Background: an optimization exercise with open tools, aiming at small area and a short achievable clock period. Do not read the settings as production practice.
Function not checked in this run: the RTL went through the layout flow alone.

[design/flow/standard.sh]
#!/bin/bash
# synth_recipe.tcl (not shown) runs the flow's synth.tcl, then flattens the netlist and writes it again
# the make line also repeats each setting of config.mk as NAME=value (left out here)
make -C /OpenROAD-flow-scripts/flow DESIGN_CONFIG=/design/flow/config.mk WORK_HOME=/design/flow/orfs CLKGATE_MAP_FILE= SYNTH_SCRIPT=/design/flow/synth_recipe.tcl "${@:-finish}"
[design/flow/design.v]
`timescale 1ns/10ps
module cs_fa(input a, input b, input c, output s, output co);
  assign s = a ^ b ^ c;
  assign co = (a & b) | (a & c) | (b & c);
endmodule
module cs_ha(input a, input b, output s, output co);
  assign s = a ^ b;
  assign co = a & b;
endmodule
module cs_hb(input a, input b, output s, output co);
  assign s = ~(a ^ b);
  assign co = a | b;
endmodule
module cs_xor(input a, input b, output y);
  assign y = a ^ b;
endmodule
module cs_xnor(input a, input b, output y);
  assign y = ~(a ^ b);
endmodule
module cs_maj(input a, input b, input c, output y);
  assign y = (a & b) | (a & c) | (b & c);
endmodule
module cs_and(input a, input b, output y);
  assign y = a & b;
endmodule
module cs_or(input a, input b, output y);
  assign y = a | b;
endmodule
module cs_inv(input a, output y);
  assign y = ~a;
endmodule
module cs_nand(input a, input b, output y);
  assign y = ~(a & b);
endmodule
module cs_orn(input a, input b, output y);
  assign y = a | ~b;
endmodule
module cs_o21a(input a, input b, input c, output y);
  assign y = (a | b) & c;
endmodule
module cs_nand3(input a, input b, input c, output y);
  assign y = ~(a & b & c);
endmodule
module cs_nor3(input a, input b, input c, output y);
  assign y = ~(a | b | c);
endmodule
module cs_or3(input a, input b, input c, output y);
  assign y = a | b | c;
endmodule
module cs_and9(input [8:0] a, output y, output ny);
  assign y = &a;
  assign ny = ~(&a);
endmodule
module cs_ao222i(input a0, input b0, input a1, input b1, input a2, input b2, output y);
  assign y = ~((a0 & b0) | (a1 & b1) | (a2 & b2));
endmodule
module cs_and3(input a, input b, input c, output y);
  assign y = a & b & c;
endmodule
module cs_o221a(input a1, input a2, input b1, input b2, input c, output y);
  assign y = (a1 | a2) & (b1 | b2) & c;
endmodule
module cs_mux(input s, input a, input b, output y);
  assign y = s ? b : a;
endmodule
module cs_ge(input [4:0] h, output g1, output g2);
  assign g1 = h[4] | (h[3] & (h[2] | h[1] | h[0]));
  assign g2 = h[4] & (h[3] | h[2] | h[1]);
endmodule
module cs_add5(input [4:0] a, input [4:0] b, output [4:0] s);
  assign s = a + b;
endmodule
module cs_add8(input [7:0] a, input [7:0] b, output [7:0] s);
  assign s = a + b;
endmodule
module cs_add13(input [12:0] a, input [12:0] b, output [12:0] s);
  assign s = a + b;
endmodule
module CS(Y, X, reset, clk);
input clk, reset;
input [7:0] X;
output reg [9:0] Y;
reg [3:0] count;                  
reg [7:0] w0, w1, w2, w3, w4, w5, w6, w7, w8;    
reg [7:0] q;                      
reg [3:0] r;                      
wire nz = (count != 4'd0);
wire [7:0] qz = q & {8{nz}};
wire [3:0] rz = r & {4{nz}};
always @(posedge clk) begin
  q <= qn; r <= rn;
end
wire full = (count == 4'd9);
wire en = full & ~reset;
wire [7:0] qn;
wire [3:0] rn;
wire [9:0] Yd;
always @(posedge clk) begin
  w0 <= X; w1 <= w0; w2 <= w1; w3 <= w2; w4 <= w3;
  w5 <= w4; w6 <= w5; w7 <= w6; w8 <= w7;
end
always @(posedge clk) begin
  if (reset) count <= 4'd0;
  else if (!full) count <= count + 4'd1;
end
always @(posedge clk) Y <= Yd;
wire n1, n2, n3, n4, n5, n6, n7, n8, n9, n10, n11, n12, n13, n14, n15, n16, n17, n18, n19, n20, n21, n22, n23, n24, n25, n26, n27, n28, n29, n30, n31, n32, n33, n34, n35, n36, n37, n38, n39, n40, n41, n42, n43, n44, n45, n46, n47, n48, n49, n50, n51, n52, n53, n54, n55, n56, n57, n58, n59, n60, n61, n62, n63, n64, n65, n66, n67, n68, n69, n70, n71, n72, n73, n74, n75, n76, n77, n78, n79, n80, n81, n82, n83, n84, n85, n86, n87, n88, n89, n90, n91, n92, n93, n94, n95, n96, n97, n98, n99, n100, n101, n102, n103, n104, n105, n106, n107, n108, n109, n110, n111, n112, n113, n114, n115, n116, n117, n118, n119, n120, n121, n122, n123, n124, n125, n126, n127, n128, n129, n130, n131, n132, n133, n134, n135, n136, n137, n138, n139, n140, n141, n142, n143, n144, n145, n146, n147, n148, n149, n150, n151, n152, n153, n154, n155, n156, n157, n158, n159, n160, n161, n162, n163, n164, n165, n166, n167, n168, n169, n170, n171, n172, n173, n174, n175, n176, n177, n178, n179, n180, n181, n182, n183, n184, n185, n186, n187, n188, n189, n190, n191, n192, n193, n194, n195, n196, n197, n198, n199, n200, n201, n202, n203, n204, n205, n206, n207, n208, n209, n210, n211, n212, n213, n214, n215, n216, n217, n218, n219, n220, n221, n222, n223, n224, n225, n226, n227, n228, n229, n230, n231, n232, n233, n234, n235, n236, n237, n238, n239, n240, n241, n242, n243, n244, n245, n246, n247, n248, n249, n250, n251, n252, n253, n254, n255, n256, n257, n258, n259, n260, n261, n262, n263, n264, n265, n266, n267, n268, n269, n270, n271, n272, n273, n274, n275, n276, n277, n278, n279, n280, n281, n282, n283, n284, n285, n286, n287, n288, n289, n290, n291, n292, n293, n294, n295, n296, n297, n298, n299, n300, n301, n302, n303, n304, n305, n306, n307, n308, n309, n310, n311, n312, n313, n314, n315, n316, n317, n318, n319, n320, n321, n322, n323, n324, n325, n326, n327, n328, n329, n330, n331, n332, n333, n334, n335, n336, n337, n338, n339, n340, n341, n342, n343, n344, n345, n346, n347, n348, n349, n350, n351, n352, n353, n354, n355, n356, n357, n358, n359, n360, n361, n362, n363, n364, n365, n366, n367, n368, n369, n370, n371, n372, n373, n374, n375, n376, n377, n378, n379, n380, n381, n382, n383, n384, n385, n386, n387, n388, n389, n390, n391, n392, n393, n394, n395, n396, n397, n398, n399, n400, n401, n402, n403, n404, n405, n406, n407, n408, n409, n410, n411, n412, n413, n414, n415, n416, n417, n418, n419, n420, n421, n422, n423, n424, n425, n426, n427, n428, n429, n430, n431, n432, n433, n434, n435, n436, n437, n438, n439, n440, n441, n442, n443, n444, n445, n446, n447, n448, n449, n450, n451, n452, n453, n454, n455, n456, n457, n458, n459;
cs_and u0 (.a(w8[0]), .b(full), .y(n1));
cs_and u1 (.a(w8[1]), .b(full), .y(n2));
cs_and u2 (.a(w8[2]), .b(full), .y(n3));
cs_and u3 (.a(w8[3]), .b(full), .y(n4));
cs_and u4 (.a(w8[4]), .b(full), .y(n5));
cs_and u5 (.a(w8[5]), .b(full), .y(n6));
cs_and u6 (.a(w8[6]), .b(full), .y(n7));
cs_and u7 (.a(w8[7]), .b(full), .y(n8));
cs_inv u8 (.a(n1), .y(n9));
cs_inv u9 (.a(n2), .y(n10));
cs_inv u10 (.a(n3), .y(n11));
cs_inv u11 (.a(n7), .y(n12));
cs_inv u12 (.a(n8), .y(n13));
cs_inv u13 (.a(rz[0]), .y(n14));
cs_fa u14 (.a(n14), .b(n4), .c(n9), .s(n15), .co(n16));
cs_fa u15 (.a(rz[1]), .b(rz[0]), .c(n5), .s(n17), .co(n18));
cs_fa u16 (.a(n10), .b(n13), .c(n17), .s(n19), .co(n20));
cs_fa u17 (.a(rz[2]), .b(n6), .c(n11), .s(n21), .co(n22));
cs_fa u18 (.a(n18), .b(n21), .c(n20), .s(n23), .co(n24));
cs_fa u19 (.a(rz[3]), .b(n22), .c(n24), .s(n25), .co(n26));
cs_ha u20 (.a(n12), .b(n15), .s(n27), .co(n28));
cs_fa u21 (.a(n16), .b(n19), .c(n28), .s(n29), .co(n30));
cs_ha u22 (.a(n23), .b(n30), .s(n31), .co(n32));
cs_ha u23 (.a(n25), .b(n32), .s(n33), .co(n34));
cs_xor u24 (.a(n26), .b(n34), .y(n35));
cs_ge u25 (.h({n35, n33, n31, n29, n27}), .g1(n36), .g2(n37));
cs_fa u26 (.a(n27), .b(n36), .c(n37), .s(n38), .co(n39));
cs_fa u27 (.a(n29), .b(n36), .c(n37), .s(n40), .co(n41));
cs_fa u28 (.a(n31), .b(n36), .c(n37), .s(n42), .co(n43));
cs_ha u29 (.a(n39), .b(n40), .s(n44), .co(n45));
cs_fa u30 (.a(n41), .b(n42), .c(n45), .s(n46), .co(n47));
cs_fa u31 (.a(n33), .b(n43), .c(n47), .s(n48), .co(n49));
cs_inv u32 (.a(X[3]), .y(n50));
cs_inv u33 (.a(X[4]), .y(n51));
cs_inv u34 (.a(X[5]), .y(n52));
cs_ha u35 (.a(n38), .b(X[0]), .s(n53), .co(n54));
cs_fa u36 (.a(X[1]), .b(X[7]), .c(n51), .s(n55), .co(n56));
cs_ha u37 (.a(X[2]), .b(n52), .s(n57), .co(n58));
cs_ha u38 (.a(X[6]), .b(n50), .s(n59), .co(n60));
cs_fa u39 (.a(n44), .b(n54), .c(n55), .s(n61), .co(n62));
cs_fa u40 (.a(n57), .b(n56), .c(n46), .s(n63), .co(n64));
cs_ha u41 (.a(n58), .b(n48), .s(n65), .co(n66));
cs_add5 u42 (.a({n66, n65, n63, n61, n53}), .b({1'b0, n64, n62, n60, n59}), .s({n71, n70, n69, n68, n67}));
cs_ge u43 (.h({n71, n70, n69, n68, n67}), .g1(n72), .g2(n73));
cs_fa u44 (.a(n67), .b(n72), .c(n73), .s(n74), .co(n75));
cs_fa u45 (.a(n68), .b(n72), .c(n73), .s(n76), .co(n77));
cs_fa u46 (.a(n69), .b(n72), .c(n73), .s(n78), .co(n79));
cs_ha u47 (.a(n75), .b(n76), .s(n80), .co(n81));
cs_fa u48 (.a(n77), .b(n78), .c(n81), .s(n82), .co(n83));
cs_fa u49 (.a(n70), .b(n79), .c(n83), .s(n84), .co(n85));
cs_inv u50 (.a(n4), .y(n86));
cs_inv u51 (.a(n5), .y(n87));
cs_inv u52 (.a(n6), .y(n88));
cs_inv u53 (.a(qz[1]), .y(n89));
cs_inv u54 (.a(qz[5]), .y(n90));
cs_inv u55 (.a(qz[6]), .y(n91));
cs_inv u56 (.a(qz[7]), .y(n92));
cs_fa u57 (.a(qz[0]), .b(n86), .c(n12), .s(n93), .co(n94));
cs_ha u58 (.a(n36), .b(n37), .s(n95), .co(n96));
cs_fa u59 (.a(n89), .b(n87), .c(n12), .s(n97), .co(n98));
cs_ha u60 (.a(n13), .b(X[4]), .s(n99), .co(n100));
cs_fa u61 (.a(qz[2]), .b(qz[1]), .c(n88), .s(n101), .co(n102));
cs_fa u62 (.a(n12), .b(n13), .c(X[5]), .s(n103), .co(n104));
cs_fa u63 (.a(n93), .b(n95), .c(X[3]), .s(n105), .co(n106));
cs_fa u64 (.a(n97), .b(n94), .c(n96), .s(n107), .co(n108));
cs_ha u65 (.a(X[6]), .b(X[7]), .s(n109), .co(n110));
cs_fa u66 (.a(n101), .b(n98), .c(X[6]), .s(n111), .co(n112));
cs_fa u67 (.a(X[7]), .b(n100), .c(n103), .s(n113), .co(n114));
cs_fa u68 (.a(qz[3]), .b(n13), .c(n102), .s(n115), .co(n116));
cs_ha u69 (.a(X[7]), .b(n104), .s(n117), .co(n118));
cs_ha u70 (.a(X[6]), .b(n105), .s(n119), .co(n120));
cs_fa u71 (.a(n107), .b(n99), .c(n109), .s(n121), .co(n122));
cs_fa u72 (.a(n108), .b(n110), .c(n111), .s(n123), .co(n124));
cs_fa u73 (.a(n115), .b(n112), .c(n117), .s(n125), .co(n126));
cs_ha u74 (.a(qz[4]), .b(n116), .s(n127), .co(n128));
cs_ha u75 (.a(n119), .b(n72), .s(n129), .co(n130));
cs_fa u76 (.a(n106), .b(n121), .c(n120), .s(n131), .co(n132));
cs_fa u77 (.a(n122), .b(n113), .c(n123), .s(n133), .co(n134));
cs_fa u78 (.a(n114), .b(n124), .c(n125), .s(n135), .co(n136));
cs_fa u79 (.a(n127), .b(n118), .c(n126), .s(n137), .co(n138));
cs_ha u80 (.a(n90), .b(n128), .s(n139), .co(n140));
cs_ha u81 (.a(qz[5]), .b(n91), .s(n141), .co(n142));
cs_ha u82 (.a(qz[6]), .b(n92), .s(n143), .co(n144));
cs_add8 u83 (.a({n143, n141, n139, n137, n135, n133, n131, n73}), .b({n142, n140, n138, n136, n134, n132, n130, n129}), .s({n152, n151, n150, n149, n148, n147, n146, n145}));
cs_inv u84 (.a(q[0]), .y(n153));
cs_inv u85 (.a(q[1]), .y(n154));
cs_inv u86 (.a(q[2]), .y(n155));
cs_inv u87 (.a(q[3]), .y(n156));
cs_inv u88 (.a(q[4]), .y(n157));
cs_inv u89 (.a(q[5]), .y(n158));
cs_inv u90 (.a(q[6]), .y(n159));
cs_inv u91 (.a(q[7]), .y(n160));
cs_inv u92 (.a(q[0]), .y(n161));
cs_inv u93 (.a(q[1]), .y(n162));
cs_inv u94 (.a(q[2]), .y(n163));
cs_inv u95 (.a(q[3]), .y(n164));
cs_inv u96 (.a(q[4]), .y(n165));
cs_inv u97 (.a(q[5]), .y(n166));
cs_inv u98 (.a(q[6]), .y(n167));
cs_inv u99 (.a(q[7]), .y(n168));
cs_inv u100 (.a(q[0]), .y(n169));
cs_inv u101 (.a(q[1]), .y(n170));
cs_inv u102 (.a(q[2]), .y(n171));
cs_inv u103 (.a(q[3]), .y(n172));
cs_inv u104 (.a(q[4]), .y(n173));
cs_inv u105 (.a(q[5]), .y(n174));
cs_inv u106 (.a(q[6]), .y(n175));
cs_inv u107 (.a(q[7]), .y(n176));
cs_and u108 (.a(w0[0]), .b(n153), .y(n177));
cs_maj u109 (.a(w0[1]), .b(n154), .c(n177), .y(n178));
cs_maj u110 (.a(w0[2]), .b(n155), .c(n178), .y(n179));
cs_maj u111 (.a(w0[3]), .b(n156), .c(n179), .y(n180));
cs_maj u112 (.a(w0[4]), .b(n157), .c(n180), .y(n181));
cs_maj u113 (.a(w0[5]), .b(n158), .c(n181), .y(n182));
cs_maj u114 (.a(w0[6]), .b(n159), .c(n182), .y(n183));
cs_maj u115 (.a(w0[7]), .b(n160), .c(n183), .y(n184));
cs_and u116 (.a(w1[0]), .b(n153), .y(n185));
cs_maj u117 (.a(w1[1]), .b(n154), .c(n185), .y(n186));
cs_maj u118 (.a(w1[2]), .b(n155), .c(n186), .y(n187));
cs_maj u119 (.a(w1[3]), .b(n156), .c(n187), .y(n188));
cs_maj u120 (.a(w1[4]), .b(n157), .c(n188), .y(n189));
cs_maj u121 (.a(w1[5]), .b(n158), .c(n189), .y(n190));
cs_maj u122 (.a(w1[6]), .b(n159), .c(n190), .y(n191));
cs_maj u123 (.a(w1[7]), .b(n160), .c(n191), .y(n192));
cs_and u124 (.a(w2[0]), .b(n153), .y(n193));
cs_maj u125 (.a(w2[1]), .b(n154), .c(n193), .y(n194));
cs_maj u126 (.a(w2[2]), .b(n155), .c(n194), .y(n195));
cs_maj u127 (.a(w2[3]), .b(n156), .c(n195), .y(n196));
cs_maj u128 (.a(w2[4]), .b(n157), .c(n196), .y(n197));
cs_maj u129 (.a(w2[5]), .b(n158), .c(n197), .y(n198));
cs_maj u130 (.a(w2[6]), .b(n159), .c(n198), .y(n199));
cs_maj u131 (.a(w2[7]), .b(n160), .c(n199), .y(n200));
cs_and u132 (.a(w3[0]), .b(n161), .y(n201));
cs_maj u133 (.a(w3[1]), .b(n162), .c(n201), .y(n202));
cs_maj u134 (.a(w3[2]), .b(n163), .c(n202), .y(n203));
cs_maj u135 (.a(w3[3]), .b(n164), .c(n203), .y(n204));
cs_maj u136 (.a(w3[4]), .b(n165), .c(n204), .y(n205));
cs_maj u137 (.a(w3[5]), .b(n166), .c(n205), .y(n206));
cs_maj u138 (.a(w3[6]), .b(n167), .c(n206), .y(n207));
cs_maj u139 (.a(w3[7]), .b(n168), .c(n207), .y(n208));
cs_and u140 (.a(w4[0]), .b(n161), .y(n209));
cs_maj u141 (.a(w4[1]), .b(n162), .c(n209), .y(n210));
cs_maj u142 (.a(w4[2]), .b(n163), .c(n210), .y(n211));
cs_maj u143 (.a(w4[3]), .b(n164), .c(n211), .y(n212));
cs_maj u144 (.a(w4[4]), .b(n165), .c(n212), .y(n213));
cs_maj u145 (.a(w4[5]), .b(n166), .c(n213), .y(n214));
cs_maj u146 (.a(w4[6]), .b(n167), .c(n214), .y(n215));
cs_maj u147 (.a(w4[7]), .b(n168), .c(n215), .y(n216));
cs_and u148 (.a(w5[0]), .b(n161), .y(n217));
cs_maj u149 (.a(w5[1]), .b(n162), .c(n217), .y(n218));
cs_maj u150 (.a(w5[2]), .b(n163), .c(n218), .y(n219));
cs_maj u151 (.a(w5[3]), .b(n164), .c(n219), .y(n220));
cs_maj u152 (.a(w5[4]), .b(n165), .c(n220), .y(n221));
cs_maj u153 (.a(w5[5]), .b(n166), .c(n221), .y(n222));
cs_maj u154 (.a(w5[6]), .b(n167), .c(n222), .y(n223));
cs_maj u155 (.a(w5[7]), .b(n168), .c(n223), .y(n224));
cs_and u156 (.a(w6[0]), .b(n169), .y(n225));
cs_maj u157 (.a(w6[1]), .b(n170), .c(n225), .y(n226));
cs_maj u158 (.a(w6[2]), .b(n171), .c(n226), .y(n227));
cs_maj u159 (.a(w6[3]), .b(n172), .c(n227), .y(n228));
cs_maj u160 (.a(w6[4]), .b(n173), .c(n228), .y(n229));
cs_maj u161 (.a(w6[5]), .b(n174), .c(n229), .y(n230));
cs_maj u162 (.a(w6[6]), .b(n175), .c(n230), .y(n231));
cs_maj u163 (.a(w6[7]), .b(n176), .c(n231), .y(n232));
cs_and u164 (.a(w7[0]), .b(n169), .y(n233));
cs_maj u165 (.a(w7[1]), .b(n170), .c(n233), .y(n234));
cs_maj u166 (.a(w7[2]), .b(n171), .c(n234), .y(n235));
cs_maj u167 (.a(w7[3]), .b(n172), .c(n235), .y(n236));
cs_maj u168 (.a(w7[4]), .b(n173), .c(n236), .y(n237));
cs_maj u169 (.a(w7[5]), .b(n174), .c(n237), .y(n238));
cs_maj u170 (.a(w7[6]), .b(n175), .c(n238), .y(n239));
cs_maj u171 (.a(w7[7]), .b(n176), .c(n239), .y(n240));
cs_and u172 (.a(w8[0]), .b(n169), .y(n241));
cs_maj u173 (.a(w8[1]), .b(n170), .c(n241), .y(n242));
cs_maj u174 (.a(w8[2]), .b(n171), .c(n242), .y(n243));
cs_maj u175 (.a(w8[3]), .b(n172), .c(n243), .y(n244));
cs_maj u176 (.a(w8[4]), .b(n173), .c(n244), .y(n245));
cs_maj u177 (.a(w8[5]), .b(n174), .c(n245), .y(n246));
cs_maj u178 (.a(w8[6]), .b(n175), .c(n246), .y(n247));
cs_maj u179 (.a(w8[7]), .b(n176), .c(n247), .y(n248));
cs_inv u180 (.a(n184), .y(n249));
cs_inv u181 (.a(n192), .y(n250));
cs_inv u182 (.a(n200), .y(n251));
cs_inv u183 (.a(n208), .y(n252));
cs_inv u184 (.a(n216), .y(n253));
cs_inv u185 (.a(n224), .y(n254));
cs_inv u186 (.a(n232), .y(n255));
cs_inv u187 (.a(n240), .y(n256));
cs_inv u188 (.a(n248), .y(n257));
cs_ao222i u189 (.a0(n249), .b0(w0[7]), .a1(n250), .b1(w1[7]), .a2(n251), .b2(w2[7]), .y(n258));
cs_ao222i u190 (.a0(n252), .b0(w3[7]), .a1(n253), .b1(w4[7]), .a2(n254), .b2(w5[7]), .y(n259));
cs_ao222i u191 (.a0(n255), .b0(w6[7]), .a1(n256), .b1(w7[7]), .a2(n257), .b2(w8[7]), .y(n260));
cs_and3 u192 (.a(n258), .b(n259), .c(n260), .y(n261));
cs_nand3 u193 (.a(n258), .b(n259), .c(n260), .y(n262));
cs_and u194 (.a(w0[7]), .b(w0[6]), .y(n263));
cs_and u195 (.a(w1[7]), .b(w1[6]), .y(n264));
cs_and u196 (.a(w2[7]), .b(w2[6]), .y(n265));
cs_and u197 (.a(w3[7]), .b(w3[6]), .y(n266));
cs_and u198 (.a(w4[7]), .b(w4[6]), .y(n267));
cs_and u199 (.a(w5[7]), .b(w5[6]), .y(n268));
cs_and u200 (.a(w6[7]), .b(w6[6]), .y(n269));
cs_and u201 (.a(w7[7]), .b(w7[6]), .y(n270));
cs_and u202 (.a(w8[7]), .b(w8[6]), .y(n271));
cs_ao222i u203 (.a0(n249), .b0(n263), .a1(n250), .b1(n264), .a2(n251), .b2(n265), .y(n272));
cs_ao222i u204 (.a0(n252), .b0(n266), .a1(n253), .b1(n267), .a2(n254), .b2(n268), .y(n273));
cs_ao222i u205 (.a0(n255), .b0(n269), .a1(n256), .b1(n270), .a2(n257), .b2(n271), .y(n274));
cs_and3 u206 (.a(n272), .b(n273), .c(n274), .y(n275));
cs_nand3 u207 (.a(n272), .b(n273), .c(n274), .y(n276));
cs_ao222i u208 (.a0(n249), .b0(w0[6]), .a1(n250), .b1(w1[6]), .a2(n251), .b2(w2[6]), .y(n277));
cs_ao222i u209 (.a0(n252), .b0(w3[6]), .a1(n253), .b1(w4[6]), .a2(n254), .b2(w5[6]), .y(n278));
cs_ao222i u210 (.a0(n255), .b0(w6[6]), .a1(n256), .b1(w7[6]), .a2(n257), .b2(w8[6]), .y(n279));
cs_and3 u211 (.a(n277), .b(n278), .c(n279), .y(n280));
cs_nand3 u212 (.a(n277), .b(n278), .c(n279), .y(n281));
cs_o21a u213 (.a(n262), .b(n280), .c(n275), .y(n282));
cs_inv u214 (.a(n282), .y(n283));
cs_o221a u215 (.a1(w0[7]), .a2(n261), .b1(w0[6]), .b2(n282), .c(n249), .y(n284));
cs_o221a u216 (.a1(w1[7]), .a2(n261), .b1(w1[6]), .b2(n282), .c(n250), .y(n285));
cs_o221a u217 (.a1(w2[7]), .a2(n261), .b1(w2[6]), .b2(n282), .c(n251), .y(n286));
cs_o221a u218 (.a1(w3[7]), .a2(n261), .b1(w3[6]), .b2(n282), .c(n252), .y(n287));
cs_o221a u219 (.a1(w4[7]), .a2(n261), .b1(w4[6]), .b2(n282), .c(n253), .y(n288));
cs_o221a u220 (.a1(w5[7]), .a2(n261), .b1(w5[6]), .b2(n282), .c(n254), .y(n289));
cs_o221a u221 (.a1(w6[7]), .a2(n261), .b1(w6[6]), .b2(n282), .c(n255), .y(n290));
cs_o221a u222 (.a1(w7[7]), .a2(n261), .b1(w7[6]), .b2(n282), .c(n256), .y(n291));
cs_o221a u223 (.a1(w8[7]), .a2(n261), .b1(w8[6]), .b2(n282), .c(n257), .y(n292));
cs_ao222i u224 (.a0(n284), .b0(w0[5]), .a1(n285), .b1(w1[5]), .a2(n286), .b2(w2[5]), .y(n293));
cs_ao222i u225 (.a0(n287), .b0(w3[5]), .a1(n288), .b1(w4[5]), .a2(n289), .b2(w5[5]), .y(n294));
cs_ao222i u226 (.a0(n290), .b0(w6[5]), .a1(n291), .b1(w7[5]), .a2(n292), .b2(w8[5]), .y(n295));
cs_and3 u227 (.a(n293), .b(n294), .c(n295), .y(n296));
cs_nand3 u228 (.a(n293), .b(n294), .c(n295), .y(n297));
cs_and u229 (.a(w0[5]), .b(w0[4]), .y(n298));
cs_and u230 (.a(w1[5]), .b(w1[4]), .y(n299));
cs_and u231 (.a(w2[5]), .b(w2[4]), .y(n300));
cs_and u232 (.a(w3[5]), .b(w3[4]), .y(n301));
cs_and u233 (.a(w4[5]), .b(w4[4]), .y(n302));
cs_and u234 (.a(w5[5]), .b(w5[4]), .y(n303));
cs_and u235 (.a(w6[5]), .b(w6[4]), .y(n304));
cs_and u236 (.a(w7[5]), .b(w7[4]), .y(n305));
cs_and u237 (.a(w8[5]), .b(w8[4]), .y(n306));
cs_ao222i u238 (.a0(n284), .b0(n298), .a1(n285), .b1(n299), .a2(n286), .b2(n300), .y(n307));
cs_ao222i u239 (.a0(n287), .b0(n301), .a1(n288), .b1(n302), .a2(n289), .b2(n303), .y(n308));
cs_ao222i u240 (.a0(n290), .b0(n304), .a1(n291), .b1(n305), .a2(n292), .b2(n306), .y(n309));
cs_and3 u241 (.a(n307), .b(n308), .c(n309), .y(n310));
cs_nand3 u242 (.a(n307), .b(n308), .c(n309), .y(n311));
cs_ao222i u243 (.a0(n284), .b0(w0[4]), .a1(n285), .b1(w1[4]), .a2(n286), .b2(w2[4]), .y(n312));
cs_ao222i u244 (.a0(n287), .b0(w3[4]), .a1(n288), .b1(w4[4]), .a2(n289), .b2(w5[4]), .y(n313));
cs_ao222i u245 (.a0(n290), .b0(w6[4]), .a1(n291), .b1(w7[4]), .a2(n292), .b2(w8[4]), .y(n314));
cs_and3 u246 (.a(n312), .b(n313), .c(n314), .y(n315));
cs_nand3 u247 (.a(n312), .b(n313), .c(n314), .y(n316));
cs_o21a u248 (.a(n297), .b(n315), .c(n310), .y(n317));
cs_inv u249 (.a(n317), .y(n318));
cs_o221a u250 (.a1(w0[5]), .a2(n296), .b1(w0[4]), .b2(n317), .c(n284), .y(n319));
cs_o221a u251 (.a1(w1[5]), .a2(n296), .b1(w1[4]), .b2(n317), .c(n285), .y(n320));
cs_o221a u252 (.a1(w2[5]), .a2(n296), .b1(w2[4]), .b2(n317), .c(n286), .y(n321));
cs_o221a u253 (.a1(w3[5]), .a2(n296), .b1(w3[4]), .b2(n317), .c(n287), .y(n322));
cs_o221a u254 (.a1(w4[5]), .a2(n296), .b1(w4[4]), .b2(n317), .c(n288), .y(n323));
cs_o221a u255 (.a1(w5[5]), .a2(n296), .b1(w5[4]), .b2(n317), .c(n289), .y(n324));
cs_o221a u256 (.a1(w6[5]), .a2(n296), .b1(w6[4]), .b2(n317), .c(n290), .y(n325));
cs_o221a u257 (.a1(w7[5]), .a2(n296), .b1(w7[4]), .b2(n317), .c(n291), .y(n326));
cs_o221a u258 (.a1(w8[5]), .a2(n296), .b1(w8[4]), .b2(n317), .c(n292), .y(n327));
cs_ao222i u259 (.a0(n319), .b0(w0[3]), .a1(n320), .b1(w1[3]), .a2(n321), .b2(w2[3]), .y(n328));
cs_ao222i u260 (.a0(n322), .b0(w3[3]), .a1(n323), .b1(w4[3]), .a2(n324), .b2(w5[3]), .y(n329));
cs_ao222i u261 (.a0(n325), .b0(w6[3]), .a1(n326), .b1(w7[3]), .a2(n327), .b2(w8[3]), .y(n330));
cs_and3 u262 (.a(n328), .b(n329), .c(n330), .y(n331));
cs_nand3 u263 (.a(n328), .b(n329), .c(n330), .y(n332));
cs_and u264 (.a(w0[3]), .b(w0[2]), .y(n333));
cs_and u265 (.a(w1[3]), .b(w1[2]), .y(n334));
cs_and u266 (.a(w2[3]), .b(w2[2]), .y(n335));
cs_and u267 (.a(w3[3]), .b(w3[2]), .y(n336));
cs_and u268 (.a(w4[3]), .b(w4[2]), .y(n337));
cs_and u269 (.a(w5[3]), .b(w5[2]), .y(n338));
cs_and u270 (.a(w6[3]), .b(w6[2]), .y(n339));
cs_and u271 (.a(w7[3]), .b(w7[2]), .y(n340));
cs_and u272 (.a(w8[3]), .b(w8[2]), .y(n341));
cs_ao222i u273 (.a0(n319), .b0(n333), .a1(n320), .b1(n334), .a2(n321), .b2(n335), .y(n342));
cs_ao222i u274 (.a0(n322), .b0(n336), .a1(n323), .b1(n337), .a2(n324), .b2(n338), .y(n343));
cs_ao222i u275 (.a0(n325), .b0(n339), .a1(n326), .b1(n340), .a2(n327), .b2(n341), .y(n344));
cs_and3 u276 (.a(n342), .b(n343), .c(n344), .y(n345));
cs_nand3 u277 (.a(n342), .b(n343), .c(n344), .y(n346));
cs_ao222i u278 (.a0(n319), .b0(w0[2]), .a1(n320), .b1(w1[2]), .a2(n321), .b2(w2[2]), .y(n347));
cs_ao222i u279 (.a0(n322), .b0(w3[2]), .a1(n323), .b1(w4[2]), .a2(n324), .b2(w5[2]), .y(n348));
cs_ao222i u280 (.a0(n325), .b0(w6[2]), .a1(n326), .b1(w7[2]), .a2(n327), .b2(w8[2]), .y(n349));
cs_and3 u281 (.a(n347), .b(n348), .c(n349), .y(n350));
cs_nand3 u282 (.a(n347), .b(n348), .c(n349), .y(n351));
cs_o21a u283 (.a(n332), .b(n350), .c(n345), .y(n352));
cs_inv u284 (.a(n352), .y(n353));
cs_o221a u285 (.a1(w0[3]), .a2(n331), .b1(w0[2]), .b2(n352), .c(n319), .y(n354));
cs_o221a u286 (.a1(w1[3]), .a2(n331), .b1(w1[2]), .b2(n352), .c(n320), .y(n355));
cs_o221a u287 (.a1(w2[3]), .a2(n331), .b1(w2[2]), .b2(n352), .c(n321), .y(n356));
cs_o221a u288 (.a1(w3[3]), .a2(n331), .b1(w3[2]), .b2(n352), .c(n322), .y(n357));
cs_o221a u289 (.a1(w4[3]), .a2(n331), .b1(w4[2]), .b2(n352), .c(n323), .y(n358));
cs_o221a u290 (.a1(w5[3]), .a2(n331), .b1(w5[2]), .b2(n352), .c(n324), .y(n359));
cs_o221a u291 (.a1(w6[3]), .a2(n331), .b1(w6[2]), .b2(n352), .c(n325), .y(n360));
cs_o221a u292 (.a1(w7[3]), .a2(n331), .b1(w7[2]), .b2(n352), .c(n326), .y(n361));
cs_o221a u293 (.a1(w8[3]), .a2(n331), .b1(w8[2]), .b2(n352), .c(n327), .y(n362));
cs_ao222i u294 (.a0(n354), .b0(w0[1]), .a1(n355), .b1(w1[1]), .a2(n356), .b2(w2[1]), .y(n363));
cs_ao222i u295 (.a0(n357), .b0(w3[1]), .a1(n358), .b1(w4[1]), .a2(n359), .b2(w5[1]), .y(n364));
cs_ao222i u296 (.a0(n360), .b0(w6[1]), .a1(n361), .b1(w7[1]), .a2(n362), .b2(w8[1]), .y(n365));
cs_and3 u297 (.a(n363), .b(n364), .c(n365), .y(n366));
cs_nand3 u298 (.a(n363), .b(n364), .c(n365), .y(n367));
cs_and u299 (.a(w0[1]), .b(w0[0]), .y(n368));
cs_and u300 (.a(w1[1]), .b(w1[0]), .y(n369));
cs_and u301 (.a(w2[1]), .b(w2[0]), .y(n370));
cs_and u302 (.a(w3[1]), .b(w3[0]), .y(n371));
cs_and u303 (.a(w4[1]), .b(w4[0]), .y(n372));
cs_and u304 (.a(w5[1]), .b(w5[0]), .y(n373));
cs_and u305 (.a(w6[1]), .b(w6[0]), .y(n374));
cs_and u306 (.a(w7[1]), .b(w7[0]), .y(n375));
cs_and u307 (.a(w8[1]), .b(w8[0]), .y(n376));
cs_ao222i u308 (.a0(n354), .b0(n368), .a1(n355), .b1(n369), .a2(n356), .b2(n370), .y(n377));
cs_ao222i u309 (.a0(n357), .b0(n371), .a1(n358), .b1(n372), .a2(n359), .b2(n373), .y(n378));
cs_ao222i u310 (.a0(n360), .b0(n374), .a1(n361), .b1(n375), .a2(n362), .b2(n376), .y(n379));
cs_and3 u311 (.a(n377), .b(n378), .c(n379), .y(n380));
cs_nand3 u312 (.a(n377), .b(n378), .c(n379), .y(n381));
cs_ao222i u313 (.a0(n354), .b0(w0[0]), .a1(n355), .b1(w1[0]), .a2(n356), .b2(w2[0]), .y(n382));
cs_ao222i u314 (.a0(n357), .b0(w3[0]), .a1(n358), .b1(w4[0]), .a2(n359), .b2(w5[0]), .y(n383));
cs_ao222i u315 (.a0(n360), .b0(w6[0]), .a1(n361), .b1(w7[0]), .a2(n362), .b2(w8[0]), .y(n384));
cs_and3 u316 (.a(n382), .b(n383), .c(n384), .y(n385));
cs_nand3 u317 (.a(n382), .b(n383), .c(n384), .y(n386));
cs_o21a u318 (.a(n367), .b(n385), .c(n380), .y(n387));
cs_inv u319 (.a(n387), .y(n388));
cs_fa u320 (.a(q[0]), .b(q[3]), .c(r[3]), .s(n389), .co(n390));
cs_fa u321 (.a(q[1]), .b(q[4]), .c(n390), .s(n391), .co(n392));
cs_fa u322 (.a(q[2]), .b(q[5]), .c(n392), .s(n393), .co(n394));
cs_fa u323 (.a(q[3]), .b(q[6]), .c(n394), .s(n395), .co(n396));
cs_fa u324 (.a(q[4]), .b(q[7]), .c(n396), .s(n397), .co(n398));
cs_ha u325 (.a(q[0]), .b(r[0]), .s(n399), .co(n400));
cs_fa u326 (.a(q[1]), .b(r[1]), .c(n400), .s(n401), .co(n402));
cs_fa u327 (.a(q[2]), .b(r[2]), .c(n402), .s(n403), .co(n404));
cs_ha u328 (.a(n389), .b(n404), .s(n405), .co(n406));
cs_ha u329 (.a(n391), .b(n406), .s(n407), .co(n408));
cs_ha u330 (.a(n393), .b(n408), .s(n409), .co(n410));
cs_ha u331 (.a(n395), .b(n410), .s(n411), .co(n412));
cs_ha u332 (.a(n397), .b(n412), .s(n413), .co(n414));
cs_fa u333 (.a(q[5]), .b(n398), .c(n414), .s(n415), .co(n416));
cs_ha u334 (.a(q[6]), .b(n416), .s(n417), .co(n418));
cs_ha u335 (.a(q[7]), .b(n418), .s(n419), .co(n420));
cs_ha u336 (.a(n405), .b(n332), .s(n421), .co(n422));
cs_fa u337 (.a(n407), .b(n318), .c(n367), .s(n423), .co(n424));
cs_fa u338 (.a(n409), .b(n297), .c(n353), .s(n425), .co(n426));
cs_fa u339 (.a(n411), .b(n283), .c(n332), .s(n427), .co(n428));
cs_fa u340 (.a(n413), .b(n262), .c(n318), .s(n429), .co(n430));
cs_ha u341 (.a(n415), .b(n297), .s(n431), .co(n432));
cs_ha u342 (.a(n417), .b(n283), .s(n433), .co(n434));
cs_ha u343 (.a(n262), .b(n419), .s(n435), .co(n436));
cs_add13 u344 (.a({1'b0, n420, n435, n433, n431, n429, n427, n425, n423, n388, n403, n401, n399}), .b({1'b0, n436, n434, n432, n430, n428, n426, n424, n422, n421, n353, n367, n388}), .s({n449, n448, n447, n446, n445, n444, n443, n442, n441, n440, n439, n438, n437}));
cs_and u345 (.a(n440), .b(en), .y(n450));
cs_and u346 (.a(n441), .b(en), .y(n451));
cs_and u347 (.a(n442), .b(en), .y(n452));
cs_and u348 (.a(n443), .b(en), .y(n453));
cs_and u349 (.a(n444), .b(en), .y(n454));
cs_and u350 (.a(n445), .b(en), .y(n455));
cs_and u351 (.a(n446), .b(en), .y(n456));
cs_and u352 (.a(n447), .b(en), .y(n457));
cs_and u353 (.a(n448), .b(en), .y(n458));
cs_and u354 (.a(n449), .b(en), .y(n459));
assign qn[0] = n145;
assign qn[1] = n146;
assign qn[2] = n147;
assign qn[3] = n148;
assign qn[4] = n149;
assign qn[5] = n150;
assign qn[6] = n151;
assign qn[7] = n152;
assign rn[0] = n74;
assign rn[1] = n80;
assign rn[2] = n82;
assign rn[3] = n84;
assign Yd[0] = n450;
assign Yd[1] = n451;
assign Yd[2] = n452;
assign Yd[3] = n453;
assign Yd[4] = n454;
assign Yd[5] = n455;
assign Yd[6] = n456;
assign Yd[7] = n457;
assign Yd[8] = n458;
assign Yd[9] = n459;
endmodule
[design/flow/flow/run.sh]
#!/bin/bash
# The standard layout (standard.sh), with two changes to how it is made:
#  - ORFS's timing repair aims at a setup slack of 13.25 ns at the design's clock
#    period (SETUP_SLACK_MARGIN), so repair_timing sizes and buffers critical paths;
#  - every input and output port still gets a buffer, of cell sky130_fd_sc_hd__buf_2.
set -e
export SETUP_SLACK_MARGIN=13.25
export BUFFER_PORTS_ARGS="-buffer_cell sky130_fd_sc_hd__buf_2"
bash standard.sh > standard.log 2>&1
[design/flow/constraint.sdc]
create_clock -name core_clock -period 23.0 [get_ports {clk}]
set_input_delay 4.6000 -clock core_clock [delete_from_list [all_inputs] [get_ports {clk}]]
set_output_delay 4.6000 -clock core_clock [all_outputs]
set_load 0.01 [all_outputs]
[design/flow/config.mk]
export PLATFORM = sky130hd
export DESIGN_NAME = CS
export DESIGN_NICKNAME = CS
export VERILOG_FILES = /design/flow/design.v
export SDC_FILE = /design/flow/constraint.sdc
export NUM_CORES = 4
export LEC_CHECK = 0
export CAP_MARGIN = 20
export CORE_MARGIN = 2
export CORE_UTILIZATION = 40
export CTS_BUF_LIST = sky130_fd_sc_hd__clkbuf_8
export SLEW_MARGIN = 20
export SYNTH_HIERARCHICAL = 1
export SYNTH_MINIMUM_KEEP_SIZE = 0
==> reports/results.txt <==
CORE AREA = 16500 um^2
Number of antenna violations at the first check in global routing = 0
Port Buffers = 19
Via Count = 4890
Clock Root Buffer = sky130_fd_sc_hd__clkbuf_8
Vias/cell = 5.61
Maximum fanout count along the critical path = 10
Crit path required time = 23.28 ns
I/O pin cnt = 20
Deepest clock path buffer count = 2
Setup TNS after final layout = 0 ns
Synthesized area per cell = 11.0 um^2
DR iter-0 viols = 501
Share of the core filled with cells = 44.4%
Wire length per cell after detailed routing = 18.0 um
Critical path data arrival time = 9.66 ns
Std-Cell Rows = 47
Number of hold buffers added after cts = 0
Wire length of the first global-routing pass = 25900 um
Most used cell, CP = sky130_fd_sc_hd__maj3_2
Via count of the first global-routing pass = 5065
H-tree depth = 3
Synthesis-to-layout area growth = 9.25%
Final Hold Fails = 0
Final global-route overflow total = 0
Kind of path behind the tightest hold check = register to register
Cell area after technology mapping = 6720 um^2
Cell type of the slowest stage on the worst timing path = sky130_fd_sc_hd__fa_1
Setup Crit Path Kind = register to register
Largest stage delay, worst path = 0.47 ns
Post-route antenna net violation count = 0
Number of iterations in the first detailed-routing pass = 6
Worst-Skew Late Latency = 0.39 ns
Crit end category = register
Initial Utilization = 40.7%
Global placer's final weighted congestion = 0.876
Global-route usage over all layers = 18.5%
Number of buffers added by the clock tree synthesis step = 9
Crit path launch type = register
DRC errors left = 0
Share of cells above drive strength 1 = 18.4%
Die W = 134 um
Die Area = 17900 um^2
Reported max-cap violation count = 0
Achievable Freq = 107 MHz
Yosys Warn Count = 7
Worst clock skew on the final layout = 0.0144 ns
Maximum number of pins on one net before global-route repair = 19
CTS tree = built
Worst slew pin tran = 0.759 ns
Number of nets in the layout = 765
Final cycle utilization of the critical path = 40.8%
Num Clock Sinks = 98
Number of slew-limit violations in the final report = 0
Final count of negative-setup-slack endpoints = 0
Number of inserted diodes = 0
Mapped Cells = 612
Detailed-route wire length = 15700 um
Half-perimeter wire length after detailed placement = 12800 um
Unrepaired setup endpoints after global routing = false
R2r worst-path depth = 33
Min cycle time layout = 9.38 ns
Die outline height = 134 um
Number of cells on the worst hold path = 0
Result of the run = no timing/DRC/antenna violations
Worst slew margin relative to its limit = 49.2%
Worst-path clk slew = 0.11 ns
==> sequential cells by signal, summed over array words and instances (netlist names), 8 cells and up <==
signal / flops
Y: 10
q: 8
w0: 8
w1: 8
w2: 8
w3: 8
w4: 8
w5: 8
w6: 8
w7: 8
w8: 8
==> metrics by stage <==
| step | setup WS, ns | hold slack (ns) | instance area, um^2 | std cells |
|---|---|---|---|---|
| after floorplan | 14.47 | 0.354 | 6730 | 614 |
| after global placement | 13.28 | 0.370 | 7090 | 852 |
| after detailed placement | 13.12 | 0.368 | 7090 | 852 |
| after global routing | 13.17 | 0.387 | 7340 | 872 |
| after CTS | 13.28 | 0.384 | 7300 | 868 |
| final | 13.62 | 0.387 | 7340 | 872 |
==> placed cells by master (no fill, tap or decap), types with 2 or more instances in the layout <==
cell	count
sky130_fd_sc_hd__and2_1	63
sky130_fd_sc_hd__a21oi_1	17
sky130_fd_sc_hd__xnor2_1	14
sky130_fd_sc_hd__o221a_1	27
sky130_fd_sc_hd__conb_1	3
sky130_fd_sc_hd__xor2_1	7
sky130_fd_sc_hd__nand4_1	2
sky130_fd_sc_hd__a222oi_1	36
sky130_fd_sc_hd__o21a_2	2
sky130_fd_sc_hd__o2bb2ai_1	2
sky130_fd_sc_hd__inv_6	3
sky130_fd_sc_hd__buf_4	4
sky130_fd_sc_hd__maj3_2	63
sky130_fd_sc_hd__nand2b_1	3
sky130_fd_sc_hd__o211ai_1	4
sky130_fd_sc_hd__a211oi_1	2
sky130_fd_sc_hd__o21a_1	3
sky130_fd_sc_hd__clkbuf_8	9
sky130_fd_sc_hd__fa_1	51
sky130_fd_sc_hd__o21ai_0	3
sky130_fd_sc_hd__buf_2	19
sky130_fd_sc_hd__nand2_1	9
sky130_fd_sc_hd__ha_1	57
sky130_fd_sc_hd__nor4_1	2
sky130_fd_sc_hd__a311oi_1	2
sky130_fd_sc_hd__inv_1	66
sky130_fd_sc_hd__nor2b_1	13
sky130_fd_sc_hd__dfxtp_2	2
sky130_fd_sc_hd__and3_1	13
sky130_fd_sc_hd__a21o_1	5
sky130_fd_sc_hd__o31a_2	2
sky130_fd_sc_hd__dfxtp_1	96
sky130_fd_sc_hd__nor2_1	14
sky130_fd_sc_hd__clkinvlp_4	2
sky130_fd_sc_hd__a21oi_2	3
sky130_fd_sc_hd__nand3_1	6
==> per-layer routing <==
layer	wire length, um	global-route usage (%)	vias to the layer above
met5	0	0	-
met4	276	6.50	0
met3	770	3.23	19
met2	7600	30.5	136
met1	7010	24.4	2416
li1	-	-	2319
==> timing repair <==
item,CTS,global route
buffers inserted,0,4
resized for setup,3,5
pin swaps,2,8
endpoints found under the setup margin,3,8
==> worst paths after layout <==
check | startpoint | endpoint | slack [ns]
worst max-delay path | q[0]$_DFF_P_ | Y[8]$_DFF_P_ | 13.62
worst min-delay path | w1[0]$_DFF_P_ | w2[0]$_DFF_P_ | 0.39
worst max register to register | q[0]$_DFF_P_ | Y[8]$_DFF_P_ | 13.62
worst min register to register | w1[0]$_DFF_P_ | w2[0]$_DFF_P_ | 0.39
==> cell type report <==
cell class	count	area (um^2)
Clock buffer	9	124
Clock inverter	7	82.6
Tap cell	220	275
Inverter	66	248
Fill cell	1538	9180
Sequential cell	98	1960
Multi-Input combinational cell	449	4520
Timing Repair Buffer	23	125
==> worst max-delay path: cells and delay by family, from the launching register on <==
family	cells	cell delay (ns)
compound gates	15	4.36
fa+ha+maj	9	3.07
buf+inv	3	0.42
flops	1	0.41
simple gates	6	1.00

==> re-timing with driven ports <==
Ports are ideal in the flow. The routed layout listed here was re-timed in OpenROAD.
Step 1, drivers: a clkbuf_16 drives clk and a buf_2 each remaining input, both assumed.
Step 2 also shifts input and output timing later by t, the mid clock arrival at the registers, as if the neighbouring blocks saw the same clock.
Slacks: ideal / step 1 / step 2; pairs: ideal / step 1.
t, ns: 0.419
setup slack, ns: 13.620 / 13.620 / 13.620
worst setup path at the end: register to register
worst data-port slew with drivers (ns): 0.03
After both steps setup and hold are still met in this run. For this run, drivers alone change the setup slack by 0.000 ns; drivers and shift together by 0.000 ns.
